From an optimization exercise on the open Yosys and OpenROAD flow, aimed at small area and a short achievable clock period; shortcuts taken in it are not production practice. Function was checked by simulation only, so behaviour that the tests miss may differ from the original. Power and IR drop assume default switching activity.

## flow/design.v (module list and top-level ports; edited modules follow where they fit)
// module ALU: 1144 lines
// module aoi222: 3 lines
// module aoi22: 3 lines
// module nand4g: 3 lines
// module nand2g: 3 lines
// module nor2g: 3 lines
// module and3g: 3 lines
// module nand3g: 3 lines
// module invg: 3 lines
// module and2g: 3 lines
// module or2g: 3 lines
// module xor2g: 3 lines
// module xnor2g: 3 lines
// module mux2g: 3 lines
// module aoi21g: 3 lines
// module oai21g: 3 lines
// module aoi22g: 3 lines
// module ohtail: 8 lines
// module onehot_mux32: 13 lines
// module onehot_mux31: 13 lines
// module rsel: 3 lines
// module maddr_dec: 29 lines
// module top_module: 97 lines
module top_module (
    input clk,rst_n,
    input [31:0] instr,
    output [31:0] pc,
    output signed [31:0] result
);
  // ...
==> flow/run.sh <==
#!/bin/bash
# synth_recipe.tcl (not shown) runs the flow's synth.tcl, then flattens the netlist and writes it again
# the make line also repeats each setting of config.mk as NAME=value (left out here)
make -C /OpenROAD-flow-scripts/flow DESIGN_CONFIG=/design/flow/config.mk WORK_HOME=/design/flow/orfs CLKGATE_MAP_FILE= SYNTH_SCRIPT=/design/flow/synth_recipe.tcl finish
==> flow/config.mk <==
export PLATFORM = sky130hd
export DESIGN_NAME = top_module
export DESIGN_NICKNAME = top_module
export VERILOG_FILES = /design/flow/design.v
export SDC_FILE = /design/flow/constraint.sdc
export NUM_CORES = 4
export LEC_CHECK = 0
export CAP_MARGIN = 20
export CORE_MARGIN = 2
export CORE_UTILIZATION = 60
export PLACE_DENSITY = 0.7
export SETUP_SLACK_MARGIN = 5
export SLEW_MARGIN = 20
export SYNTH_HIERARCHICAL = 1
==> flow/constraint.sdc <==
create_clock -name core_clock -period 16.0 [get_ports {clk}]
set_input_delay 3.2000 -clock core_clock [delete_from_list [all_inputs] [get_ports {clk}]]
set_output_delay 3.2000 -clock core_clock [all_outputs]
set_load 0.01 [all_outputs]
==> summary.txt, run 1 <==
total setup buffers inserted after CTS 82; GP Congestion 0.985; 1st-pass router iterations 17; first-pass GRT wire length 421 mm; Num CTS Buffers 200; Final Total Pwr 12.0 mW; critical path class in2out; Clock Tree Buf Depth 3; maxcap violations 0; gr ovfl total 0; sequential cell area share 0.613; clock sink total 2,109; fin. max-slew vios 0; gr busiest metal met2; vias 62,400; Final clock-cell share 0.0651; Tapcell Cnt 1,890; Top pwr grp registers; Arr. time, crit path 8.24 ns; P_sw 2.83 mW; Repair and plain buffers 482; Via density 7.92; Max FO, Critical Path 7; Post-Layout Cell Count 7,872; CP delay by family, top simple AND/OR/NAND/NOR gates; Layout Nets 5,864; multi-input combinational area share 0.245; DP Cell Count 7,305; status finished clean; worst r2r dst r[28].d[15]$_DFFE_PP_
==> run 2, diff against run 1 <==
==> flow/flow/run.sh (new file) <==
#!/bin/bash
# Layout: the standard ORFS flow (standard.sh, unchanged synthesis),
# with these changes to how the layout is built:
#  - timing repair aims for 6 ns of setup slack instead of 5;
#  - ports are buffered with buf_4 cells (resizable within the buf family)
#    instead of the delay cell buffer_ports picks by default;
#  - clock tree synthesis adds no dummy loads;
#  - the clock tree is built from clkbuf_8 cells.
# make's full output goes to flow_make.log here; ORFS keeps each step's log
# under orfs/logs/.
set -euo pipefail
bash standard.sh \
  "SETUP_SLACK_MARGIN=6" \
  "BUFFER_PORTS_ARGS=-buffer_cell sky130_fd_sc_hd__buf_4" \
  "CTS_ARGS=-sink_clustering_enable -repair_clock_nets -dont_use_dummy_load -buf_list sky130_fd_sc_hd__clkbuf_8" \
  finish > flow_make.log 2>&1
==> flow/standard.sh (new file) <==
#!/bin/bash
# synth_recipe.tcl (not shown) runs the flow's synth.tcl, then flattens the netlist and writes it again
# the make line also repeats each setting of config.mk as NAME=value (left out here)
make -C /OpenROAD-flow-scripts/flow DESIGN_CONFIG=/design/flow/config.mk WORK_HOME=/design/flow/orfs CLKGATE_MAP_FILE= SYNTH_SCRIPT=/design/flow/synth_recipe.tcl "${@:-finish}"
--- a/flow/config.mk
+++ b/flow/config.mk
@@ -9,4 +9,4 @@
 export CORE_MARGIN = 2
-export CORE_UTILIZATION = 60
-export PLACE_DENSITY = 0.7
+export CORE_UTILIZATION = 50
+export PLACE_DENSITY = 0.62
 export SETUP_SLACK_MARGIN = 5
removed: flow/run.sh
==> run 2 against run 1 <==
Effect of this change: count of clock-buffer cells in the layout increased by 99; critical path type unchanged; sequential share of layout area increased by 1.4 points; clock power decreased by about 20%; critical endpoint is now result[20]; cell count increased by 3.0%; global-route usage decreased by 8.1 points; via count decreased by 4.0%; first-iteration DRC count decreased by 20%.
==> summary.txt, run 2 <==
worst hold slack 0.456 ns; fin crit share 0.688; number of global-route vias before repair 58,100; Crit path largest cell delay 0.49 ns; Gate power share 0.082; worst slew pin tran 1.19 ns; critical path class in2out; H-tree lvl count 5; DRT iter0 DRCs 12,600; Reg2Reg Setup Slack 10.29 ns; # DRC 0; Crit-path slowest cell a222oi_1; Clock Tree Buf Depth 4 (+1); Die ar. 174,000 µm²; gr ovfl total 0 (unchanged); clock sink total 2,109 (unchanged); routed wire length 297 mm; layout cells sized above 1 0.252; Max FO, Critical Path 32 (+25); minimum clock period after layout 11.01 ns; pin count of the biggest net entering global routing 51; met3 WL post-DR 33.8 mm; IO Port Bufs 95; clk_skew 0.103 ns; overall routing resource usage 0.329; DP Worst Slack 3.64 ns; Internal Power 8.38 mW; maxcap violations 0 (unchanged); routed wl met2 142 mm; Hold Path Class reg2reg; Req. time, crit path 12.80 ns; crit start category input port; DRT met1 WL 107 mm; vias 59,900 (-4.0%); Num CTS Buffers 351 (+76%); worst hold path cell count 1; DP Cell Count 7,609 (+4.2%); Post-Syn Area per Cell 16.6 µm²; pwr dens 109 nW/µm²; unrepaired setup endpoints after global routing yes; Top Metal Used met4; core area 169,000 µm²; status finished clean; Arr. time, crit path 7.81 ns (-0.43 ns); post-synthesis cell area 85,400 µm²; HPWL after DPL 166 mm; Clk pin slew, worst setup/hold paths 0.06 ns; initial antenna violation count 3; Die Width 417 µm; most frequent cells in the layout 2,016 x edfxtp_1, 960 x a222oi_1, 351 x clkbuf_8, 299 x buf_4, 269 x nand2_1; Biggest register m.d; Largest register FFs 1,024; Final Total Pwr 10.9 mW (-8.7%); CTS tree yes; post-route ant nets 0; top flop regs m.d x1024, r.d x992, mvalid x32; P_sw 2.55 mW (-9.7%); crit path capture type primary output; num rows 151; Worst-Skew Late Latency 1.07 ns; Via density 7.39 (-6.8%); Initial Util 0.504; Layout area overhead 17.5%; Layout Nets 5,954 (+1.5%); Leak 33.7 nW; DR WL/cell 36.6 µm; Setup violations, final 0; Cells after Synth 5,154; CTS Hold Bufs 0; commonest non-fill, non-tap cell in the layout edfxtp_1; Yosys warning count 8; GP Congestion 0.996 (+1.1%); Hold Fails Final Rpt 0; boundary pin count 98; Die Y-Extent 417 µm; register share of total power 0.568; 1st-pass router iterations 14 (-3); Post-Layout Cell Count 8,111 (+3.0%); Total Neg Setup Slack 0 ns; slew margin rel. 0.207; f_max 0.0908 GHz; crit-path cells buf_6 -> nor2b_1 -> and3_4 -> a222oi_1 -> nand4_1 -> nor2_4 -> nand2_8 -> xnor2_4 -> buf_4 -> o211ai_1 -> a32oi_4 -> nor2_1 -> and2_1 -> buf_12 -> a222oi_1 -> nand4_1 -> nor2_2 -> nand2_1 -> nand2_1 -> nand3_4 -> buf_4; Root Driver clkbuf_8; maximum VDD drop 0.0895 mV; first-pass GRT wire length 411 mm (-2.5%); Worst Reg-to-Reg Cells 20; clock share of power 0.350; fin. max-slew vios 0 (unchanged); fin worst setup slack 4.99 ns; Switching Fraction 0.233
[run 2: worst paths after layout]
path	from	to
worst max-delay path	instr[23]	result[20]
worst min-delay path	mvalid[22]$_DFF_PN0_	mvalid[22]$_DFF_PN0_
worst max register to register	rvalid[10]$_DFF_PN0_	PC[15]$_DFF_PN0_
worst min register to register	mvalid[22]$_DFF_PN0_	mvalid[22]$_DFF_PN0_
max in group asynchronous	rst_n	rvalid[19]$_DFF_PN0_
min in group asynchronous	rst_n	PC[10]$_DFF_PN0_
[run 2: power groups by stage]
stage / registers [mW] / logic, mW / clock network, mW
2_1_floorplan: 6.31 / 0.463 / 0
3_3_place_gp: 6.32 / 0.783 / 0
3_5_place_dp: 6.32 / 0.794 / 0
4_1_cts: 6.21 / 0.868 / 3.86
5_1_grt: 6.21 / 0.963 / 4.09
6_report: 6.21 / 0.902 / 3.82
[run 2: routing by layer]
| layer | up-vias | global-route usage |
|---|---|---|
| met5 | - | 0 |
| met4 | 0 | 0.154 |
| met3 | 885 | 0.0702 |
| met2 | 4469 | 0.533 |
| met1 | 30300 | 0.426 |
| li1 | 24300 | - |
[run 2: critical path: cells and delay by family]
| kind | cells | cell delay [ns] |
|---|---|---|
| AND/OR/NAND/NOR | 12 | 2.18 |
| AO/OA/AOI/OAI | 4 | 1.46 |
| buffers and inverters | 4 | 0.67 |
| XOR/XNOR | 1 | 0.20 |
[run 2: layout make-up]
| class | count | area, µm² |
|---|---|---|
| Fill cell | 12700 | 69200 |
| Timing Repair Buffer | 413 | 4440 |
| Clock buffer | 351 | 4830 |
| Inverter | 34 | 130 |
| Tap cell | 2218 | 2780 |
| Antenna cell | 6 | 15.0 |
| Multi-Input combinational cell | 2980 | 25200 |
| Sequential cell | 2109 | 62900 |
[run 2: stage by stage]
step | cell area [µm²] | utilization
after floorplan | 85800 | -
after global placement | 90800 | 0.536
after detailed placement | 90800 | 0.536
after CTS | 99600 | 0.588
after global routing | 100000 | 0.592
final | 100000 | 0.592
[run 2: timing repair]
item                                    CTS  global route
cloned                                   31             9
resized for setup                       574            70
pin swaps                               252           148
endpoints found under the setup margin   32            32
buffers inserted                         83            22

-- port drivers added, routing unchanged --
The flow's constraints put no driver on any port. The routed layouts listed below were extracted and timed again, unchanged, in two steps.
Step 1 sets driving cells, clkbuf_16 on the clock port and buf_2 on the other inputs (assumed; they add their load-dependent delay and slew).
Step 2, shift: input delay + t, output delay - t, t = (earliest + latest rising clock arrival at the registers) / 2. This alone moves slack from input paths to output paths.
Three values: ideal, step 1, step 2; two values: the first two.
run | shift t [ns] | slack for setup (ns) | worst setup path at the end
run 1 | 0.930 | 4.562 / 4.432 / 4.432 | input to output
run 2 | 1.094 | 4.987 / 4.903 / 4.903 | input to output
After both steps every run listed still meets setup and hold. For run 1, which loses most, drivers alone change the setup slack by -0.130 ns; drivers and shift together by -0.130 ns.
